Context: an optimization exercise on an open-source flow, tuned for small area. The choices shown serve that exercise and are no tape-out recipe. Function was not checked in any run shown here: the RTL went through the layout flow alone. No activity file was given, so power comes from the tool's default toggle rates.

==> flow/design.v (outline; a module is shown in full before it is edited, if it fits) <==
// module color_tracker: 1363 lines
// module fa: 4 lines
// module ha: 4 lines
module color_tracker
(
    input   wire        clk         ,
    input   wire        rst_n       ,
    output  wire [15:0] pix_addr    ,
    output  wire        pix_rden    ,
    input   wire [15:0] pix_data    ,
    output  wire [7:0]  vga_r       ,
    output  wire [7:0]  vga_g       ,
    output  wire [7:0]  vga_b       ,
    output  reg         th_hsync    ,
    output  reg         th_vsync    ,
    output  wire [31:0] x_error     ,
    output  wire [31:0] h_error
 ) ;
function rge;
    input [15:0] a;
    input [15:0] b;
    integer i;
    reg c;
    begin
        c = 1'b1;
        for (i = 0; i < 16; i = i + 1)
            c = (a[i] & ~b[i]) | (~(a[i] ^ b[i]) & c);
  // ...
==> flow/run.sh <==
#!/bin/bash
# synth_recipe.tcl (not shown) runs the flow's synth.tcl, then flattens the netlist and writes it again
# the make line also repeats each setting of config.mk as NAME=value (left out here)
make -C /OpenROAD-flow-scripts/flow DESIGN_CONFIG=/design/flow/config.mk WORK_HOME=/design/flow/orfs CLKGATE_MAP_FILE= SYNTH_SCRIPT=/design/flow/synth_recipe.tcl finish
==> flow/config.mk <==
export PLATFORM = sky130hd
export DESIGN_NAME = color_tracker
export DESIGN_NICKNAME = color_tracker
export VERILOG_FILES = /design/flow/design.v
export SDC_FILE = /design/flow/constraint.sdc
export NUM_CORES = 4
export LEC_CHECK = 0
export CAP_MARGIN = 20
export CORE_MARGIN = 2
export CORE_UTILIZATION = 40
export SLEW_MARGIN = 20
export SYNTH_HIERARCHICAL = 1
==> flow/constraint.sdc <==
create_clock -name core_clock -period 12.0 [get_ports {clk}]
set_input_delay 2.4000 -clock core_clock [delete_from_list [all_inputs] [get_ports {clk}]]
set_output_delay 2.4000 -clock core_clock [all_outputs]
set_load 0.01 [all_outputs]
==> flow_summary.ini, run 1 <==
[run_status]
run_status = complete, but fails checks
so_faults = negative setup slack

[synthesis]
synthAdderAreaFrac = 0.378
synthTopCellsByArea = fa_1, dfrtp_1, ha_1, dfxtp_1, dfstp_2
synth_common_cells = fa_1, ha_1, inv_1
synth_top_family_by_area = adder cells
synth-compound-area-share = 0.0736
synth-seq-cells = 167

[global_route]
grt_pass1_wl_um = 48100
grt-ovfl-total = 0

[sta]
whs_ps = 327
fin_worst_skew_ps = 7.58
min_period_ps = 13150
setup_viol = 15
worst_slack_ps = -1150

[critical_path]
crit_top_cell = fa_2
r2r_end = nb0$_DFF_PN0_

[cts]
cts_htree_levels = 4
clock_sinks = 167

[place]
dpl_worst_slack_ps = -1190
port_buffers = 124

[drt]
wl_met3_um = 1070

[power_and_ir_drop]
p_comb_uw = 329
power_frac_clock = 0.357
pwr_density_cell_mw_per_mm2 = 96.4

[layout]
seq_cell_count = 167
inverters = 118
==> run 2, diff against run 1 <==
--- a/flow/design.v
+++ b/flow/design.v
@@ -115,16 +115,18 @@
 wire hs_51;
 wire hc_52;
 wire hs_53;
 wire hc_54;
 wire hs_55;
 wire hc_56;
 wire hs_57;
 wire hc_58;
+wire [8:0] t_p;
+wire [9:0] t_sb;
 wire hs_59;
 wire hc_60;
 wire fs_61;
 wire fc_62;
 wire fs_63;
 wire fc_64;
 wire hs_65;
 wire hc_66;
@@ -153,16 +155,17 @@
 wire fs_89;
 wire fc_90;
 wire fs_91;
 wire fc_92;
 wire fs_93;
 wire fc_94;
 wire fs_95;
 wire fc_96;
+wire [10:0] t_e3;
 wire hs_97;
 wire hc_98;
 wire fs_99;
 wire fc_100;
 wire fs_101;
 wire fc_102;
 wire fs_103;
 wire fc_104;
@@ -209,16 +212,17 @@
 wire fs_145;
 wire fc_146;
 wire hs_147;
 wire hc_148;
 wire hs_149;
 wire hc_150;
 wire hs_151;
 wire hc_152;
+wire [11:0] t_c19;
 wire hs_153;
 wire hc_154;
 wire fs_155;
 wire fc_156;
 wire fs_157;
 wire fc_158;
 wire fs_159;
 wire fc_160;
@@ -257,20 +261,92 @@
 wire fs_193;
 wire fc_194;
 wire fs_195;
 wire fc_196;
 wire fs_197;
 wire fc_198;
 wire hs_199;
 wire hc_200;
-wire [9:0] t_sb;
-wire [10:0] t_e3;
-wire [11:0] t_c19;
 wire [10:0] t_c11;
+function [8:0] t_h14;   
+    input [4:0] r;
+    case (r)
+        5'd0: t_h14 = 9'd0;
+        5'd1: t_h14 = 9'd0;
+        5'd2: t_h14 = 9'd0;
+        5'd3: t_h14 = 9'd0;
+        5'd4: t_h14 = 9'd0;
+        5'd5: t_h14 = 9'd0;
+        5'd6: t_h14 = 9'd0;
+        5'd7: t_h14 = 9'd0;
+        5'd8: t_h14 = 9'd11;
+        5'd9: t_h14 = 9'd25;
+        5'd10: t_h14 = 9'd39;
+        5'd11: t_h14 = 9'd53;
+        5'd12: t_h14 = 9'd67;
+        5'd13: t_h14 = 9'd81;
+        5'd14: t_h14 = 9'd95;
+        5'd15: t_h14 = 9'd109;
+        5'd16: t_h14 = 9'd123;
+        5'd17: t_h14 = 9'd137;
+        5'd18: t_h14 = 9'd151;
+        5'd19: t_h14 = 9'd165;
+        5'd20: t_h14 = 9'd179;
+        5'd21: t_h14 = 9'd193;
+        5'd22: t_h14 = 9'd207;
+        5'd23: t_h14 = 9'd221;
+        5'd24: t_h14 = 9'd235;
+        5'd25: t_h14 = 9'd249;
+        5'd26: t_h14 = 9'd263;
+        5'd27: t_h14 = 9'd277;
+        5'd28: t_h14 = 9'd291;
+        5'd29: t_h14 = 9'd305;
+        5'd30: t_h14 = 9'd319;
+        5'd31: t_h14 = 9'd333;
+        default: t_h14 = 9'd0;
+    endcase
+endfunction
+function [4:0] t_b1;    
+    input [2:0] r;
+    input [2:0] g;
+    case ({r, g})
+        6'd31: t_b1 = 5'd31;
+        6'd24: t_b1 = 5'd31;
+        6'd25: t_b1 = 5'd27;
+        6'd26: t_b1 = 5'd23;
+        6'd27: t_b1 = 5'd18;
+        6'd28: t_b1 = 5'd14;
+        6'd39: t_b1 = 5'd31;
+        6'd32: t_b1 = 5'd29;
+        6'd33: t_b1 = 5'd25;
+        6'd34: t_b1 = 5'd20;
+        6'd35: t_b1 = 5'd16;
+        6'd36: t_b1 = 5'd11;
+        6'd47: t_b1 = 5'd31;
+        6'd40: t_b1 = 5'd27;
+        6'd41: t_b1 = 5'd22;
+        6'd42: t_b1 = 5'd17;
+        6'd43: t_b1 = 5'd13;
+        6'd44: t_b1 = 5'd8;
+        6'd55: t_b1 = 5'd28;
+        6'd48: t_b1 = 5'd24;
+        6'd49: t_b1 = 5'd19;
+        6'd50: t_b1 = 5'd15;
+        6'd51: t_b1 = 5'd10;
+        6'd52: t_b1 = 5'd6;
+        6'd63: t_b1 = 5'd26;
+        6'd56: t_b1 = 5'd21;
+        6'd57: t_b1 = 5'd17;
+        6'd58: t_b1 = 5'd12;
+        6'd59: t_b1 = 5'd7;
+        6'd60: t_b1 = 5'd3;
+        default: t_b1 = 5'd0;
+    endcase
+endfunction
 wire hs_201;
 wire hc_202;
 wire hs_203;
 wire hc_204;
 wire hs_205;
 wire hc_206;
 wire hs_207;
 wire hc_208;
@@ -642,18 +718,18 @@
 wire fs_567;
 wire fc_568;
 wire fs_569;
 wire fc_570;
 wire fs_571;
 wire fc_572;
 wire fs_573;
 wire fc_574;
-wire fs_575;
-wire fc_576;
+wire hs_575;
+wire hc_576;
 wire fs_577;
 wire fc_578;
 wire fs_579;
 wire fc_580;
 wire fs_581;
 wire fc_582;
 wire fs_583;
 wire fc_584;
@@ -662,16 +738,46 @@
 wire fs_587;
 wire fc_588;
 wire fs_589;
 wire fc_590;
 wire fs_591;
 wire fc_592;
 wire fs_593;
 wire fc_594;
+wire xs_595;
+wire xc_596;
+wire fs_597;
+wire fc_598;
+wire fs_599;
+wire fc_600;
+wire fs_601;
+wire fc_602;
+wire fs_603;
+wire fc_604;
+wire fs_605;
+wire fc_606;
+wire fs_607;
+wire fc_608;
+wire fs_609;
+wire fc_610;
+wire fs_611;
+wire fc_612;
+wire fs_613;
+wire fc_614;
+wire cs_615;
+wire cs_616;
+wire cs_617;
+wire cs_618;
+wire cs_619;
+wire cs_620;
+wire cs_621;
+wire cs_622;
+wire cs_623;
+wire cs_624;
 wire [19:0] hv;
 ha u_ha1 (.a(d3[12]), .b(d3[11]), .s(hs_1), .co(hc_2));
 fa u_fa1 (.a(d3[13]), .b(d3[12]), .c(hc_2), .s(fs_3), .co(fc_4));
 fa u_fa2 (.a(d3[14]), .b(d3[13]), .c(fc_4), .s(fs_5), .co(fc_6));
 fa u_fa3 (.a(d3[15]), .b(d3[14]), .c(fc_6), .s(fs_7), .co(fc_8));
 ha u_ha2 (.a(d3[15]), .b(fc_8), .s(hs_9), .co(hc_10));
 ha u_ha3 (.a(d3[7]), .b(d3[5]), .s(hs_11), .co(hc_12));
 fa u_fa4 (.a(d3[8]), .b(d3[6]), .c(hc_12), .s(fs_13), .co(fc_14));
@@ -692,16 +798,35 @@
 fa u_fa13 (.a(fs_25), .b(d3[1]), .c(hc_42), .s(fs_43), .co(fc_44));
 fa u_fa14 (.a(fs_27), .b(d3[2]), .c(fc_44), .s(fs_45), .co(fc_46));
 fa u_fa15 (.a(fs_29), .b(d3[3]), .c(fc_46), .s(fs_47), .co(fc_48));
 fa u_fa16 (.a(fs_31), .b(d3[4]), .c(fc_48), .s(fs_49), .co(fc_50));
 ha u_ha10 (.a(fs_33), .b(fc_50), .s(hs_51), .co(hc_52));
 ha u_ha11 (.a(fs_35), .b(hc_52), .s(hs_53), .co(hc_54));
 ha u_ha12 (.a(hs_37), .b(hc_54), .s(hs_55), .co(hc_56));
 ha u_ha13 (.a(hs_39), .b(hc_56), .s(hs_57), .co(hc_58));
+assign t_p[0] = hs_23;
+assign t_p[1] = fs_25;
+assign t_p[2] = fs_27;
+assign t_p[3] = fs_29;
+assign t_p[4] = fs_31;
+assign t_p[5] = fs_33;
+assign t_p[6] = fs_35;
+assign t_p[7] = hs_37;
+assign t_p[8] = hs_39;
+assign t_sb[0] = hs_41;
+assign t_sb[1] = fs_43;
+assign t_sb[2] = fs_45;
+assign t_sb[3] = fs_47;
+assign t_sb[4] = fs_49;
+assign t_sb[5] = hs_51;
+assign t_sb[6] = hs_53;
+assign t_sb[7] = hs_55;
+assign t_sb[8] = hs_57;
+assign t_sb[9] = hc_58;
 ha u_ha14 (.a(d3[2]), .b(d3[0]), .s(hs_59), .co(hc_60));
 fa u_fa17 (.a(d3[3]), .b(d3[1]), .c(hc_60), .s(fs_61), .co(fc_62));
 fa u_fa18 (.a(d3[4]), .b(d3[2]), .c(fc_62), .s(fs_63), .co(fc_64));
 ha u_ha15 (.a(d3[3]), .b(fc_64), .s(hs_65), .co(hc_66));
 ha u_ha16 (.a(d3[4]), .b(hc_66), .s(hs_67), .co(hc_68));
 ha u_ha17 (.a(fs_61), .b(d3[0]), .s(hs_69), .co(hc_70));
 fa u_fa19 (.a(fs_63), .b(d3[1]), .c(hc_70), .s(fs_71), .co(fc_72));
 fa u_fa20 (.a(hs_65), .b(d3[2]), .c(fc_72), .s(fs_73), .co(fc_74));
@@ -712,16 +837,27 @@
 fa u_fa23 (.a(fs_25), .b(~d3[1]), .c(xc_80), .s(fs_81), .co(fc_82));
 fa u_fa24 (.a(fs_27), .b(~hs_59), .c(fc_82), .s(fs_83), .co(fc_84));
 fa u_fa25 (.a(fs_29), .b(~hs_69), .c(fc_84), .s(fs_85), .co(fc_86));
 fa u_fa26 (.a(fs_31), .b(~fs_71), .c(fc_86), .s(fs_87), .co(fc_88));
 fa u_fa27 (.a(fs_33), .b(~fs_73), .c(fc_88), .s(fs_89), .co(fc_90));
 fa u_fa28 (.a(fs_35), .b(~fs_75), .c(fc_90), .s(fs_91), .co(fc_92));
 fa u_fa29 (.a(hs_37), .b(~fs_77), .c(fc_92), .s(fs_93), .co(fc_94));
 fa u_fa30 (.a(hs_39), .b(~fc_78), .c(fc_94), .s(fs_95), .co(fc_96));
+assign t_e3[0] = xs_79;
+assign t_e3[1] = fs_81;
+assign t_e3[2] = fs_83;
+assign t_e3[3] = fs_85;
+assign t_e3[4] = fs_87;
+assign t_e3[5] = fs_89;
+assign t_e3[6] = fs_91;
+assign t_e3[7] = fs_93;
+assign t_e3[8] = fs_95;
+assign t_e3[9] = ~fc_96;
+assign t_e3[10] = ~fc_96;
 ha u_ha18 (.a(d3[12]), .b(d3[5]), .s(hs_97), .co(hc_98));
 fa u_fa31 (.a(d3[13]), .b(d3[6]), .c(hc_98), .s(fs_99), .co(fc_100));
 fa u_fa32 (.a(d3[14]), .b(d3[7]), .c(fc_100), .s(fs_101), .co(fc_102));
 fa u_fa33 (.a(d3[15]), .b(d3[8]), .c(fc_102), .s(fs_103), .co(fc_104));
 ha u_ha19 (.a(d3[9]), .b(fc_104), .s(hs_105), .co(hc_106));
 ha u_ha20 (.a(d3[10]), .b(hc_106), .s(hs_107), .co(hc_108));
 ha u_ha21 (.a(fs_5), .b(d3[0]), .s(hs_109), .co(hc_110));
 fa u_fa34 (.a(fs_7), .b(d3[1]), .c(hc_110), .s(fs_111), .co(fc_112));
@@ -745,16 +881,28 @@
 ha u_ha23 (.a(d3[11]), .b(fs_127), .s(hs_137), .co(hc_138));
 fa u_fa41 (.a(hs_97), .b(xs_129), .c(hc_138), .s(fs_139), .co(fc_140));
 fa u_fa42 (.a(fs_99), .b(xs_131), .c(fc_140), .s(fs_141), .co(fc_142));
 fa u_fa43 (.a(fs_101), .b(xs_133), .c(fc_142), .s(fs_143), .co(fc_144));
 fa u_fa44 (.a(fs_103), .b(xs_135), .c(fc_144), .s(fs_145), .co(fc_146));
 ha u_ha24 (.a(hs_105), .b(fc_146), .s(hs_147), .co(hc_148));
 ha u_ha25 (.a(hs_107), .b(hc_148), .s(hs_149), .co(hc_150));
 ha u_ha26 (.a(hc_108), .b(hc_150), .s(hs_151), .co(hc_152));
+assign t_c19[0] = xs_119;
+assign t_c19[1] = fs_121;
+assign t_c19[2] = fs_123;
+assign t_c19[3] = fs_125;
+assign t_c19[4] = hs_137;
+assign t_c19[5] = fs_139;
+assign t_c19[6] = fs_141;
+assign t_c19[7] = fs_143;
+assign t_c19[8] = fs_145;
+assign t_c19[9] = hs_147;
+assign t_c19[10] = hs_149;
+assign t_c19[11] = hs_151;
 ha u_ha27 (.a(d3[5]), .b(d3[0]), .s(hs_153), .co(hc_154));
 fa u_fa45 (.a(d3[6]), .b(d3[1]), .c(hc_154), .s(fs_155), .co(fc_156));
 fa u_fa46 (.a(hs_11), .b(d3[2]), .c(fc_156), .s(fs_157), .co(fc_158));
 fa u_fa47 (.a(fs_13), .b(d3[3]), .c(fc_158), .s(fs_159), .co(fc_160));
 fa u_fa48 (.a(fs_15), .b(d3[4]), .c(fc_160), .s(fs_161), .co(fc_162));
 ha u_ha28 (.a(fs_17), .b(fc_162), .s(hs_163), .co(hc_164));
 ha u_ha29 (.a(hs_19), .b(hc_164), .s(hs_165), .co(hc_166));
 ha u_ha30 (.a(hs_21), .b(hc_166), .s(hs_167), .co(hc_168));
@@ -770,49 +918,16 @@
 fa u_fa53 (.a(fs_3), .b(~fs_157), .c(fc_184), .s(fs_185), .co(fc_186));
 fa u_fa54 (.a(hs_171), .b(~fs_159), .c(fc_186), .s(fs_187), .co(fc_188));
 fa u_fa55 (.a(fs_173), .b(~fs_161), .c(fc_188), .s(fs_189), .co(fc_190));
 fa u_fa56 (.a(fs_175), .b(~hs_163), .c(fc_190), .s(fs_191), .co(fc_192));
 fa u_fa57 (.a(fs_177), .b(~hs_165), .c(fc_192), .s(fs_193), .co(fc_194));
 fa u_fa58 (.a(hs_179), .b(~hs_167), .c(fc_194), .s(fs_195), .co(fc_196));
 fa u_fa59 (.a(hc_180), .b(~hs_169), .c(fc_196), .s(fs_197), .co(fc_198));
 ha u_ha34 (.a(~hc_170), .b(fc_198), .s(hs_199), .co(hc_200));
-assign t_sb[0] = hs_41;
-assign t_sb[1] = fs_43;
-assign t_sb[2] = fs_45;
-assign t_sb[3] = fs_47;
-assign t_sb[4] = fs_49;
-assign t_sb[5] = hs_51;
-assign t_sb[6] = hs_53;
-assign t_sb[7] = hs_55;
-assign t_sb[8] = hs_57;
-assign t_sb[9] = hc_58;
-assign t_e3[0] = xs_79;
-assign t_e3[1] = fs_81;
-assign t_e3[2] = fs_83;
-assign t_e3[3] = fs_85;
-assign t_e3[4] = fs_87;
-assign t_e3[5] = fs_89;
-assign t_e3[6] = fs_91;
-assign t_e3[7] = fs_93;
-assign t_e3[8] = fs_95;
-assign t_e3[9] = ~fc_96;
-assign t_e3[10] = ~fc_96;
-assign t_c19[0] = xs_119;
-assign t_c19[1] = fs_121;
-assign t_c19[2] = fs_123;
-assign t_c19[3] = fs_125;
-assign t_c19[4] = hs_137;
-assign t_c19[5] = fs_139;
-assign t_c19[6] = fs_141;
-assign t_c19[7] = fs_143;
-assign t_c19[8] = fs_145;
-assign t_c19[9] = hs_147;
-assign t_c19[10] = hs_149;
-assign t_c19[11] = hs_151;
 assign t_c11[0] = xs_181;
 assign t_c11[1] = fs_183;
 assign t_c11[2] = fs_185;
 assign t_c11[3] = fs_187;
 assign t_c11[4] = fs_189;
 assign t_c11[5] = fs_191;
 assign t_c11[6] = fs_193;
 assign t_c11[7] = fs_195;
@@ -1127,46 +1242,67 @@
 fa u_fa141 (.a(hs_525), .b(pp_349), .c(hc_558), .s(fs_559), .co(fc_560));
 fa u_fa142 (.a(fs_527), .b(hc_526), .c(fc_560), .s(fs_561), .co(fc_562));
 fa u_fa143 (.a(fs_529), .b(fc_528), .c(fc_562), .s(fs_563), .co(fc_564));
 fa u_fa144 (.a(fs_531), .b(fc_530), .c(fc_564), .s(fs_565), .co(fc_566));
 fa u_fa145 (.a(fs_533), .b(fc_532), .c(fc_566), .s(fs_567), .co(fc_568));
 fa u_fa146 (.a(fs_535), .b(fc_534), .c(fc_568), .s(fs_569), .co(fc_570));
 fa u_fa147 (.a(fs_537), .b(fc_536), .c(fc_570), .s(fs_571), .co(fc_572));
 fa u_fa148 (.a(fs_539), .b(fc_538), .c(fc_572), .s(fs_573), .co(fc_574));
-fa u_fa149 (.a(fs_541), .b(fc_540), .c(fc_574), .s(fs_575), .co(fc_576));
-fa u_fa150 (.a(fs_543), .b(fc_542), .c(fc_576), .s(fs_577), .co(fc_578));
-fa u_fa151 (.a(fs_545), .b(fc_544), .c(fc_578), .s(fs_579), .co(fc_580));
-fa u_fa152 (.a(fs_547), .b(fc_546), .c(fc_580), .s(fs_581), .co(fc_582));
-fa u_fa153 (.a(fs_549), .b(fc_548), .c(fc_582), .s(fs_583), .co(fc_584));
-fa u_fa154 (.a(fs_551), .b(fc_550), .c(fc_584), .s(fs_585), .co(fc_586));
-fa u_fa155 (.a(fs_553), .b(fc_552), .c(fc_586), .s(fs_587), .co(fc_588));
-fa u_fa156 (.a(hs_555), .b(fc_554), .c(fc_588), .s(fs_589), .co(fc_590));
-fa u_fa157 (.a(~wr_419), .b(hc_556), .c(fc_590), .s(fs_591), .co(fc_592));
-fa u_fa158 (.a(wr_420), .b(wr_419), .c(fc_592), .s(fs_593), .co(fc_594));
+ha u_ha77 (.a(fs_541), .b(fc_540), .s(hs_575), .co(hc_576));
+fa u_fa149 (.a(fs_543), .b(fc_542), .c(hc_576), .s(fs_577), .co(fc_578));
+fa u_fa150 (.a(fs_545), .b(fc_544), .c(fc_578), .s(fs_579), .co(fc_580));
+fa u_fa151 (.a(fs_547), .b(fc_546), .c(fc_580), .s(fs_581), .co(fc_582));
+fa u_fa152 (.a(fs_549), .b(fc_548), .c(fc_582), .s(fs_583), .co(fc_584));
+fa u_fa153 (.a(fs_551), .b(fc_550), .c(fc_584), .s(fs_585), .co(fc_586));
+fa u_fa154 (.a(fs_553), .b(fc_552), .c(fc_586), .s(fs_587), .co(fc_588));
+fa u_fa155 (.a(hs_555), .b(fc_554), .c(fc_588), .s(fs_589), .co(fc_590));
+fa u_fa156 (.a(~wr_419), .b(hc_556), .c(fc_590), .s(fs_591), .co(fc_592));
+fa u_fa157 (.a(wr_420), .b(wr_419), .c(fc_592), .s(fs_593), .co(fc_594));
+assign xs_595 = ~(fs_541 ^ fc_540);
+assign xc_596 = (fs_541 | fc_540);
+fa u_fa158 (.a(fs_543), .b(fc_542), .c(xc_596), .s(fs_597), .co(fc_598));
+fa u_fa159 (.a(fs_545), .b(fc_544), .c(fc_598), .s(fs_599), .co(fc_600));
+fa u_fa160 (.a(fs_547), .b(fc_546), .c(fc_600), .s(fs_601), .co(fc_602));
+fa u_fa161 (.a(fs_549), .b(fc_548), .c(fc_602), .s(fs_603), .co(fc_604));
+fa u_fa162 (.a(fs_551), .b(fc_550), .c(fc_604), .s(fs_605), .co(fc_606));
+fa u_fa163 (.a(fs_553), .b(fc_552), .c(fc_606), .s(fs_607), .co(fc_608));
+fa u_fa164 (.a(hs_555), .b(fc_554), .c(fc_608), .s(fs_609), .co(fc_610));
+fa u_fa165 (.a(~wr_419), .b(hc_556), .c(fc_610), .s(fs_611), .co(fc_612));
+fa u_fa166 (.a(wr_420), .b(wr_419), .c(fc_612), .s(fs_613), .co(fc_614));
+assign cs_615 = fc_574 ? xs_595 : hs_575;
+assign cs_616 = fc_574 ? fs_597 : fs_577;
+assign cs_617 = fc_574 ? fs_599 : fs_579;
+assign cs_618 = fc_574 ? fs_601 : fs_581;
+assign cs_619 = fc_574 ? fs_603 : fs_583;
+assign cs_620 = fc_574 ? fs_605 : fs_585;
+assign cs_621 = fc_574 ? fs_607 : fs_587;
+assign cs_622 = fc_574 ? fs_609 : fs_589;
+assign cs_623 = fc_574 ? fs_611 : fs_591;
+assign cs_624 = fc_574 ? fs_613 : fs_593;
 assign hv[0] = pp_331;
 assign hv[1] = hs_557;
 assign hv[2] = fs_559;
 assign hv[3] = fs_561;
 assign hv[4] = fs_563;
 assign hv[5] = fs_565;
 assign hv[6] = fs_567;
 assign hv[7] = fs_569;
 assign hv[8] = fs_571;
 assign hv[9] = fs_573;
-assign hv[10] = fs_575;
-assign hv[11] = fs_577;
-assign hv[12] = fs_579;
-assign hv[13] = fs_581;
-assign hv[14] = fs_583;
-assign hv[15] = fs_585;
-assign hv[16] = fs_587;
-assign hv[17] = fs_589;
-assign hv[18] = fs_591;
-assign hv[19] = fs_593;
+assign hv[10] = cs_615;
+assign hv[11] = cs_616;
+assign hv[12] = cs_617;
+assign hv[13] = cs_618;
+assign hv[14] = cs_619;
+assign hv[15] = cs_620;
+assign hv[16] = cs_621;
+assign hv[17] = cs_622;
+assign hv[18] = cs_623;
+assign hv[19] = cs_624;
 wire h_end = (h == 10'd800);
 wire h_200 = (h == 10'd200);
 always @(posedge clk or negedge rst_n) begin
     if (!rst_n)     h <= 10'd636;
     else if (h_end) h <= 10'd0;
     else            h <= h_inc;
 end
 always @(posedge clk or negedge rst_n) begin
@@ -1203,21 +1339,25 @@
         th_vsync <= (v == 10'd491) || (h_ge5 ? (v == 10'd490) : (v == 10'd492));
     end
 end
 always @(posedge clk) begin
     d1 <= pix_data;
     d2 <= d1;
     d3 <= d2;
 end
-wire target = rge({6'd0, t_sb}, 16'd49) &&
-              rge(16'd1764, {4'd0, t_c19}) &&
-              rge({5'd0, t_e3 ^ 11'h400}, 16'd920) &&       
-              rge(16'd1127, {5'd0, t_e3 ^ 11'h400}) &&      
-              !t_c11[10] && rge({5'd0, t_c11}, 16'd101);
+wire [4:0] tR = d3[15:11];
+wire [5:0] tG = d3[10:5];
+wire [4:0] tB = d3[4:0];
+wire t_c0 = rge({6'd0, t_sb}, 16'd49);
+wire t_c4 = !t_c11[10] && rge({5'd0, t_c11}, 16'd101);
+wire t_c1 = rge(16'd1764, {4'd0, t_c19});
+wire t_c23 = rge({5'd0, t_e3 ^ 11'h400}, 16'd920) &&       
+             rge(16'd1127, {5'd0, t_e3 ^ 11'h400});        
+wire target = t_c0 && t_c1 && t_c23 && t_c4;
 reg nb0;         
 reg nb1;         
 reg nb2;         
 always @(posedge clk or negedge rst_n) begin
     if (!rst_n) begin
         nb0 <= 1'b0;
         nb1 <= 1'b1;
         nb2 <= 1'b1;
==> run 2 against run 1 <==
  * Still fails the layout checks on negative setup slack
  * Sequential power hardly changed
  * Combinational power hardly changed
  * Flip-flop and latch count stayed put
  * Synthesized area is 2.5% higher
  * Final cell count is 1.3% higher
  * Via count is 2.1% higher
  * Core utilization is 0.59 points lower
  * Clock power is 2% lower
  * Register-to-register slack better by 60 ps
  * Cell area is 1.5% higher
  * Non-clock buffer count is 14 lower
  * Critical path type unchanged
  * Critical endpoint is now h_error[21]
  * Largest cell class unchanged
  * Largest power group unchanged
  * Highest routed layer unchanged
==> flow_summary.ini, run 2 <==
[place]
port_buffers = 124
hpwl_um = 22900
gp_congestion = 0.884

[cts]
clkTransAtPathRegs_ps = 70
cts_root_buf = clkbuf_16
cts_htree_levels = 4
clock_path_buffers = 2
clock_sinks = 167
clk_latency_ps = 430
cts_tree = done
cts_buffers = 17

[drt]
drc = 0
vias = 8869
vias_per_cell = 4.98
wirelength_um = 29100
wire_per_inst_um = 16.3
drtIter0Drc = 417
drtAntennaViolNets = 0
firstDrtPassIters = 5

[synthesis]
synth_fp_nets = 1576
synth_warnings = 7
synth_top_cell_by_area = fa_1
synth_most_common_cell = fa_1
synthTopCellsByArea = fa_1, dfrtp_1, ha_1, dfxtp_1, dfstp_2
synth_cell_types = 65
syn-instance-count = 1246
syn_area_per_cell_um2 = 10.8
synth_common_cells = fa_1, ha_1, inv_1
synth_edf_count = 0
syn_area_mm2 = 0.0135
ys_dominant_reg_cell = dfrtp_1
async_flop_share = 0.617
yosysTopAreaCellShare = 0.248
yosysSeqAreaShare = 0.288
synth-seq-cells = 167

[global_route]
top_usage_layer = met2
first_global_vias = 9433
grtUsageMet1 = 0.233
grtUsageTotal = 0.173
antenna_found_initial = 0
grt_use_met3 = 0.0226
grt-ovfl-total = 0
grt_max_degree = 78
grt_pass1_wl_um = 49000
use_met2 = 0.288

[sta]
whs_ps = 324
fin_worst_skew_ps = 9.19
maxSlewHeadroom = 0.306
period_share = 1.01
hold_viol = 0
rsz0062_at_grt = yes
min_period_ps = 12080
timing.fmax_mhz = 82.8
worst_slack_ps = -77.5
slew_viol_final = 0
worstMarginPinSlew_ps = 1030
setup_viol = 13

[power_and_ir_drop]
p_leak_uw = 0.00708
p_comb_frac = 0.225
internal-power_uw = 1020
total_power_uw = 1460
irDropWorstVdd_v = 0.0000988
switching_power_uw = 440
pwr_density_cell_mw_per_mm2 = 94.4
seq_power_share = 0.422
swShare = 0.300
power_frac_clock = 0.353

[job]
max-cap-violations = 0

[run_status]
run_status = complete, but fails checks
so_faults = negative setup slack

[floorplanning]
io_pins = 125
initial_core_util = 0.404
core_mm2 = 0.0334
rows = 67
dieArea_mm2 = 0.0352
die_y_um = 188
die_x_um = 188

[layout]
layout-drive-gt1-share = 0.123
multiInputGateArea_mm2 = 0.00865
antenna_cells = 0
syn2layout_area_growth_pct = 15.0
final_cell_mix = ha_1, fa_1, inv_1
layout.area.seq_mm2 = 0.00388
final_common_cell = ha_1
final_nets = 1650
fillerInstances = 3201

[min_path]
min_from = d1[6]$_DFF_P_
min_to = d2[6]$_DFF_P_
holdPathStages = 0
hold_path.class = reg -> reg

[critical_path]
cp_max_fo = 7
r2r_end = nb0$_DFF_PN0_
crit_type = reg -> out
critical_path.top_delay_family = adder cells
r2r-start = d3[12]$_DFF_P_
critPathSlowestCell = fa_1
max_stage_delay_ps = 560
end_kind = output port
crit_arrival_ps = 9680
path_buf_inv = 5
startpoint_type = flop
r2r_setup_slack_ps = 5870
crit_top_cell = fa_2
required_ps = 9600
reg2reg_depth = 18
[run 2: cell count changes in the layout (fill, tap and decap cells not counted), moves of 6 or more]
cell / change
a21o_1: -6
and2_1: +12
buf_4: -13
buf_6: -6
fa_1: -8
fa_2: +16
mux2_2: +8
nand4_1: +6
nor2b_1: -12
o21ai_0: -7
[run 2: repair_timing]
| item | CTS | global route |
|---|---|---|
| setup buffers | 3 | 1 |
| pin swaps | 12 | 8 |
| gates resized for setup | 86 | 9 |
| hold buffers | 0 | 0 |
| endpoints found under the setup margin | 15 | 15 |
| gates cloned | 1 | 0 |
[run 2: logic make-up (layout without fill, tap and decap cells)]
group / Yosys count / in the layout / share of synthesized area
AND/OR/NAND/NOR: 373 / 373 / 0.154
other: 1 / 1 / 0.000278
adder cells (fa/ha/maj): 312 / 312 / 0.383
flip-flops: 167 / 167 / 0.288
multiplexers: 19 / 20 / 0.0150
buffers and inverters: 220 / 306 / 0.0806
XOR/XNOR: 19 / 19 / 0.0123
AO/OA/AOI/OAI: 135 / 135 / 0.0673
[run 2: stage by stage]
stage,std cells,setup TNS (ps),instance area (um^2),util,worst slack [ps]
3_5_place_dp,1744,-10280,14900,0.445,-774
4_1_cts,1780,-3340,15500,0.464,-262
5_1_grt,1781,-4760,15500,0.464,-370
2_1_floorplan,1246,0,13500,-,1.25
6_report,1781,-951,15500,0.464,-77.5
3_3_place_gp,1744,-8110,14900,0.445,-612
[run 2: per-module statistics from Yosys, one instance, submodules excluded]
module / times used / flip-flops and latches / cells inside
color_tracker: 1 / 167 / 1003
fa: 166 / 0 / 1
ha: 77 / 0 / 1
[run 2: worst reg2reg max path, cell delays in order (launching register included)]
cell,delay [ps]
dfxtp_1,390
ha_1,250
fa_1,380
fa_1,390
fa_1,560
fa_1,470
fa_1,490
inv_1,40
ha_1,260
inv_1,50
fa_1,400
fa_1,410
fa_1,400
fa_1,370
ha_1,190
ha_1,180
ha_1,270
nor4b_1,340
nand4_1,160
[run 2: worst max-delay path by stage]
stage                  endpoint  depth (start not counted)             from  slack [ps]
global placement    h_error[30]                         29  y1[0]$_DFF_PN0_        -610
detailed placement  h_error[29]                         27  y1[0]$_DFF_PN0_        -770
CTS                 h_error[29]                         30  x1[0]$_DFF_PN0_        -260
finish              h_error[21]                         30  x1[0]$_DFF_PN0_         -80
floorplan           h_error[19]                         29  y1[0]$_DFF_PN0_           1
global route        h_error[30]                         29  y1[0]$_DFF_PN0_        -370
[run 2: cell type report]
class                      instances  area share
sequential                       167       0.251
inverter                         121      0.0293
multi-input combinational        860       0.558
clock buffer                      19      0.0286
timing repair buffer             153      0.0901
clock inverter                    13     0.00711
tap                              448      0.0362
[run 2: routing by layer]
layer,share of wire,vias up,wire [um]
met5,0,-,0
met4,0.023,0,663
met3,0.037,33,1090
met2,0.49,192,14200
met1,0.45,4425,13100
li1,-,4219,-
[run 2: power by group through the flow]
stage	combinational [uW]	clock [uW]	sequential, uW
after detailed placement	331	0	628
after CTS	338	536	617
after global placement	321	0	627
after global routing	386	559	622
after floorplan	240	0	622
final	329	517	617

[re-timing with driven ports]
The flow's constraints put no driver on any port. The routed layouts listed below were extracted and timed again, unchanged, in two steps.
Step 1 sets driving cells, clkbuf_16 on the clock port and buf_2 on the other inputs (assumed; they add their load-dependent delay and slew).
Step 2 adds t to the input delays and takes it off the output delays; t is the mean of the earliest and latest rising clock arrival at the registers after step 1. Input paths then give back, and output paths get back, about the clock's delay inside the block.
a / b / c = ideal / step 1 / step 2; a / b = the first two.
run	t, ns	setup WS [ns]	hold slack, ns	worst register clock-pin slew, ns
run 1	0.472	-1.151 / -1.197 / -0.726	0.327 / 0.327 / 0.327	0.07 / 0.07
run 2	0.474	-0.078 / -0.127 / 0.347	0.324 / 0.324 / 0.324	0.07 / 0.07
